What follows belongs to an exercise in optimizing a design on an open flow for small area; a production flow would make more cautious choices. In this exercise RTL edits were held to simulation tests only and were not proved equivalent to the original. Power and IR drop assume default switching activity.

// cbc_dig
module cbc_dig(clk,rst_n,RX_A,RX_C,TX_C,CH_A,CH_B,dst,eep_rd_data,eep_addr,eep_cs_n,eep_r_w_n,chrg_pmp_en);
input clk,rst_n;
input RX_A;
input RX_C;
output TX_C;
output CH_A;
output CH_B;
output [13:0] dst;
input [13:0] eep_rd_data;
output [1:0] eep_addr;
output eep_cs_n;
output eep_r_w_n;
output chrg_pmp_en;
wire rdyA, rdyC;
wire [7:0] rxA, rxC;
cbc_rx iRXA(.clk(clk), .rst_n(rst_n), .RX(RX_A), .rdy(rdyA), .rx_data(rxA));
cbc_rx iRXC(.clk(clk), .rst_n(rst_n), .RX(RX_C), .rdy(rdyC), .rx_data(rxC));
reg tlow;             
reg [5:0] high_byte;
reg vld1, vld2;       
always @(posedge clk, negedge rst_n)
  if (!rst_n) tlow <= 1'b0;
  else tlow <= tlow ^ rdyA;
always @(posedge clk)
  if (rdyA & ~tlow) high_byte <= rxA[5:0];
always @(posedge clk, negedge rst_n)
  if (!rst_n) vld1 <= 1'b0;
  else vld1 <= rdyA & tlow;
always @(posedge clk)
  vld2 <= vld1;
wire [13:0] Xmeas = {high_byte, rxA};
localparam C_IDLE  = 3'd0;
localparam C_SENDH = 3'd1;
localparam C_SENDM = 3'd2;
localparam C_RSPHB = 3'd3;    
localparam C_RSPHI = 3'd4;    
localparam C_RSPLB = 3'd5;    
localparam C_RSPLI = 3'd6;    
localparam C_DONE  = 3'd7;
reg [2:0] cst;
reg frm_rdy;
reg cok;             
reg [3:0] ch;        
reg [5:0] cmid;      
wire snd_rsp, clr_rdy;
wire [13:0] Xset;
wire txbusy = (cst == C_RSPHB) | (cst == C_RSPLB);
reg [9:0] tbaud;
reg [10:0] tsr;
wire tbaud_full = ~tbaud[0] & tbaud[2] & ~tbaud[3] & ~tbaud[4] & tbaud[5] & tbaud[6] &
                  ~tbaud[7] & tbaud[8] & ~tbaud[9];
wire tshft = txbusy & tbaud_full;
wire tx_end = txbusy & ~|tsr[10:1];     
wire trmt_h = (cst == C_SENDM) & snd_rsp;
wire trmt_l = (cst == C_RSPHI);
always @(posedge clk, negedge rst_n)
  if (!rst_n) cst <= C_IDLE;
  else case (cst)
    C_IDLE:  if (rdyC) cst <= C_SENDH;
    C_SENDH: if (rdyC) cst <= C_SENDM;
    C_SENDM: if (snd_rsp) cst <= C_RSPHB;
    C_RSPHB: if (tx_end) cst <= C_RSPHI;
    C_RSPHI: cst <= C_RSPLB;
    C_RSPLB: if (tx_end) cst <= C_RSPLI;
    C_RSPLI: cst <= C_DONE;
    default: cst <= C_IDLE;
  endcase
always @(posedge clk)
  if ((cst == C_SENDM) & rdyC) frm_rdy <= 1'b1;
  else if ((cst == C_IDLE) | ((cst == C_SENDM) & clr_rdy) |
  ...
For scale: roughly 930 cells after synthesis, roughly 230 flip-flops, ~40 I/O pins, roughly 0.0098 mm² of cells after synthesis.
clock: 10.0 ns
lec_check: 0
cap_margin: 0
core_margin: 2
core_utilization: 70
gpl_timing_driven: 0
slew_margin: 0
standard.sh (not shown) runs the stock make flow with config.mk's settings and CLKGATE_MAP_FILE= SYNTH_SCRIPT=/design/flow/synth_recipe.tcl, a recipe that flattens the netlist after the stock synthesis.
==> flow/flow/run.sh <==
#!/bin/bash
# Layout flow: the standard flow (standard.sh, synthesis unchanged) with
# the synthesis buffers removed before placement, single-drive port buffers
# and a clock tree without dummy loads.
export REMOVE_ABC_BUFFERS=1
export BUFFER_PORTS_ARGS="-buffer_cell sky130_fd_sc_hd__buf_1"
export CTS_ARGS="-sink_clustering_enable -repair_clock_nets -dont_use_dummy_load -buf_list {sky130_fd_sc_hd__clkbuf_2 sky130_fd_sc_hd__clkbuf_4} -sink_clustering_size 9 -sink_clustering_max_diameter 55"
bash standard.sh > standard.log 2>&1
status=$?
tail -40 standard.log
exit $status
The first run completed without violations.
Change:
==> flow/flow/run.sh (replaced) <==
#!/bin/bash
# Layout flow: the standard flow (standard.sh, synthesis unchanged) with
# the synthesis buffers removed before placement, single-drive port buffers
# and a clock tree without dummy loads.
export REMOVE_ABC_BUFFERS=1
export BUFFER_PORTS_ARGS="-buffer_cell sky130_fd_sc_hd__buf_1"
export CTS_ARGS="-sink_clustering_enable -repair_clock_nets -dont_use_dummy_load -buf_list sky130_fd_sc_hd__clkbuf_4 -sink_clustering_size 9 -sink_clustering_max_diameter 55"
bash standard.sh > standard.log 2>&1
status=$?
tail -40 standard.log
exit $status
--- a/flow/config.mk
+++ b/flow/config.mk
@@ -10,3 +10,4 @@
 export CORE_UTILIZATION = 70
 export GPL_TIMING_DRIVEN = 0
+export PLACE_DENSITY = 0.8
 export SLEW_MARGIN = 0
Effect:
- setup slack is better by 0.036 ns
- routed wire length shrinks by 2.6%
- non-clock buffer count drops by 1
Change:
--- a/flow/config.mk
+++ b/flow/config.mk
@@ -10,4 +10,4 @@
 export CORE_UTILIZATION = 70
 export GPL_TIMING_DRIVEN = 0
-export PLACE_DENSITY = 0.8
+export PLACE_DENSITY = 0.9
 export SLEW_MARGIN = 0
After rerunning: The changed run completed with no timing, DRC or antenna violations. Global-route usage fell by 1.7 points. Sequential cell count stays the same. Die area stays the same. Design area barely changes. Synthesized area stays the same. Wire length fell by 5.9%. Total power fell by 0.51%. Critical path depth is unchanged. Non-clock buffer count fell by 1.
Change:
--- a/flow/config.mk
+++ b/flow/config.mk
@@ -6,8 +6,7 @@
 export NUM_CORES = 4
 export LEC_CHECK = 0
-export CAP_MARGIN = 0
+export CAP_MARGIN = 10
 export CORE_MARGIN = 2
-export CORE_UTILIZATION = 70
+export CORE_UTILIZATION = 65
 export GPL_TIMING_DRIVEN = 0
-export PLACE_DENSITY = 0.9
-export SLEW_MARGIN = 0
+export SLEW_MARGIN = 10
Effect: Final cell count went up by 0.62%. Critical path depth decreases by 2. Worst setup slack degrades by 0.11 ns. Sequential share of layout area fell by 0.38 points.

Starting RTL as in the previous note.
export LEC_CHECK = 0
export CAP_MARGIN = 0
export CORE_MARGIN = 2
export CORE_UTILIZATION = 70
export GPL_TIMING_DRIVEN = 0
export PLACE_DENSITY = 0.9
export SLEW_MARGIN = 0
create_clock -name core_clock -period 10.0 [get_ports {clk}]
==> flow/flow/run.sh <==
#!/bin/bash
# Layout flow: the standard flow (standard.sh) with its synthesis run
# first and unchanged; then, for placement onwards, the synthesis buffers are
# removed before placement, ports get single-drive buffers, the largest
# buffers are kept out of repair, and the clock tree is built without dummy
# loads.
bash standard.sh synth > synth.log 2>&1 || { tail -40 synth.log; exit 1; }
export REMOVE_ABC_BUFFERS=1
export BUFFER_PORTS_ARGS="-buffer_cell sky130_fd_sc_hd__buf_1"
export DONT_USE_CELLS="sky130_fd_sc_hd__buf_16 sky130_fd_sc_hd__buf_12 sky130_fd_sc_hd__buf_8"
export CTS_ARGS="-sink_clustering_enable -repair_clock_nets -dont_use_dummy_load -buf_list sky130_fd_sc_hd__clkbuf_4 -sink_clustering_size 9 -sink_clustering_max_diameter 55"
bash standard.sh > standard.log 2>&1
status=$?
tail -40 standard.log
exit $status
Change:
==> flow/flow/run.sh (replaced) <==
#!/bin/bash
# Layout flow: the standard flow (standard.sh, synthesis unchanged) with
# the synthesis buffers removed before placement, single-drive port buffers
# and a clock tree without dummy loads.
export REMOVE_ABC_BUFFERS=1
export BUFFER_PORTS_ARGS="-buffer_cell sky130_fd_sc_hd__buf_1"
export CTS_ARGS="-sink_clustering_enable -repair_clock_nets -dont_use_dummy_load -buf_list sky130_fd_sc_hd__clkbuf_4 -sink_clustering_size 9 -sink_clustering_max_diameter 55"
bash standard.sh > standard.log 2>&1
status=$?
tail -40 standard.log
exit $status
--- a/flow/config.mk
+++ b/flow/config.mk
@@ -10 +10 @@
-export CORE_UTILIZATION = 70
+export CORE_UTILIZATION = 65
@@ -12 +11,0 @@
-export PLACE_DENSITY = 0.9
Design area rises by 0.69%.
Synthesized cell count stays the same.
Area after synthesis is unchanged.
Worst hold slack got worse by 0.0062 ns.
Fmax goes down by 2.1%.
Global-route usage went down by 0.35 points.
Change:
--- a/flow/config.mk
+++ b/flow/config.mk
@@ -10 +10 @@
-export CORE_UTILIZATION = 65
+export CORE_UTILIZATION = 70
Result: Clock-buffer cell count does not change; total power barely changes; wire length grows by 0.31%; clock power stays flat; cell count goes down by about 0.44%; worst setup slack improved by 0.040 ns; area after synthesis does not change; sequential share of layout area rises by 0.14 points.
Change:
--- a/flow/config.mk
+++ b/flow/config.mk
@@ -11,0 +12 @@
+export PLACE_DENSITY = 0.7
Effect: Final cell count does not change; design area is unchanged; global-route usage stays the same; first-iteration DRC count stays the same; register-to-register slack stays flat; total power stays the same; routed wire length does not change; die area stays the same; synthesized area does not change; clock skew is unchanged; synthesized cell count stays the same.

what the ideal ports hide:
No port has a modelled driver above. Below, the same layouts with a new extraction and two added sets of constraints.
Step 1: set_driving_cell puts a clkbuf_16 on clk and a buf_2 on each other input, an assumption about the parent block.
Step 2, shift: input delay + t, output delay - t, t = (earliest + latest rising clock arrival at the registers) / 2. This alone moves slack from input paths to output paths.
Slacks: ideal ports / drivers / drivers and shift; pairs: ideal ports / drivers.
run | shift t [ns] | setup WS [ns] | worst setup path at the end | slew at the worst register clock pin (ns) | pins driven straight from the clock port
the first run of note 1 | 0.691 | 0.618 / 0.618 / 0.618 | register to register | 0.11 / 0.11 | 1
the second run of note 1 | 0.675 | 0.654 / 0.654 / 0.654 | register to register | 0.11 / 0.11 | 1
the third run of note 1 | 0.688 | 0.773 / 0.773 / 0.773 | register to register | 0.11 / 0.11 | 1
the fourth run of note 1 | 0.682 | 0.668 / 0.668 / 0.668 | register to register | 0.11 / 0.11 | 1
the first run of note 2 | 0.688 | 0.773 / 0.773 / 0.773 | register to register | 0.11 / 0.11 | 1
the second run of note 2 | 0.707 | 0.578 / 0.578 / 0.578 | register to register | 0.10 / 0.10 | 1
the third run of note 2 | 0.691 | 0.618 / 0.618 / 0.618 | register to register | 0.11 / 0.11 | 1
the fourth run of note 2 | 0.691 | 0.618 / 0.618 / 0.618 | register to register | 0.11 / 0.11 | 1
After both steps every run listed still meets setup and hold.
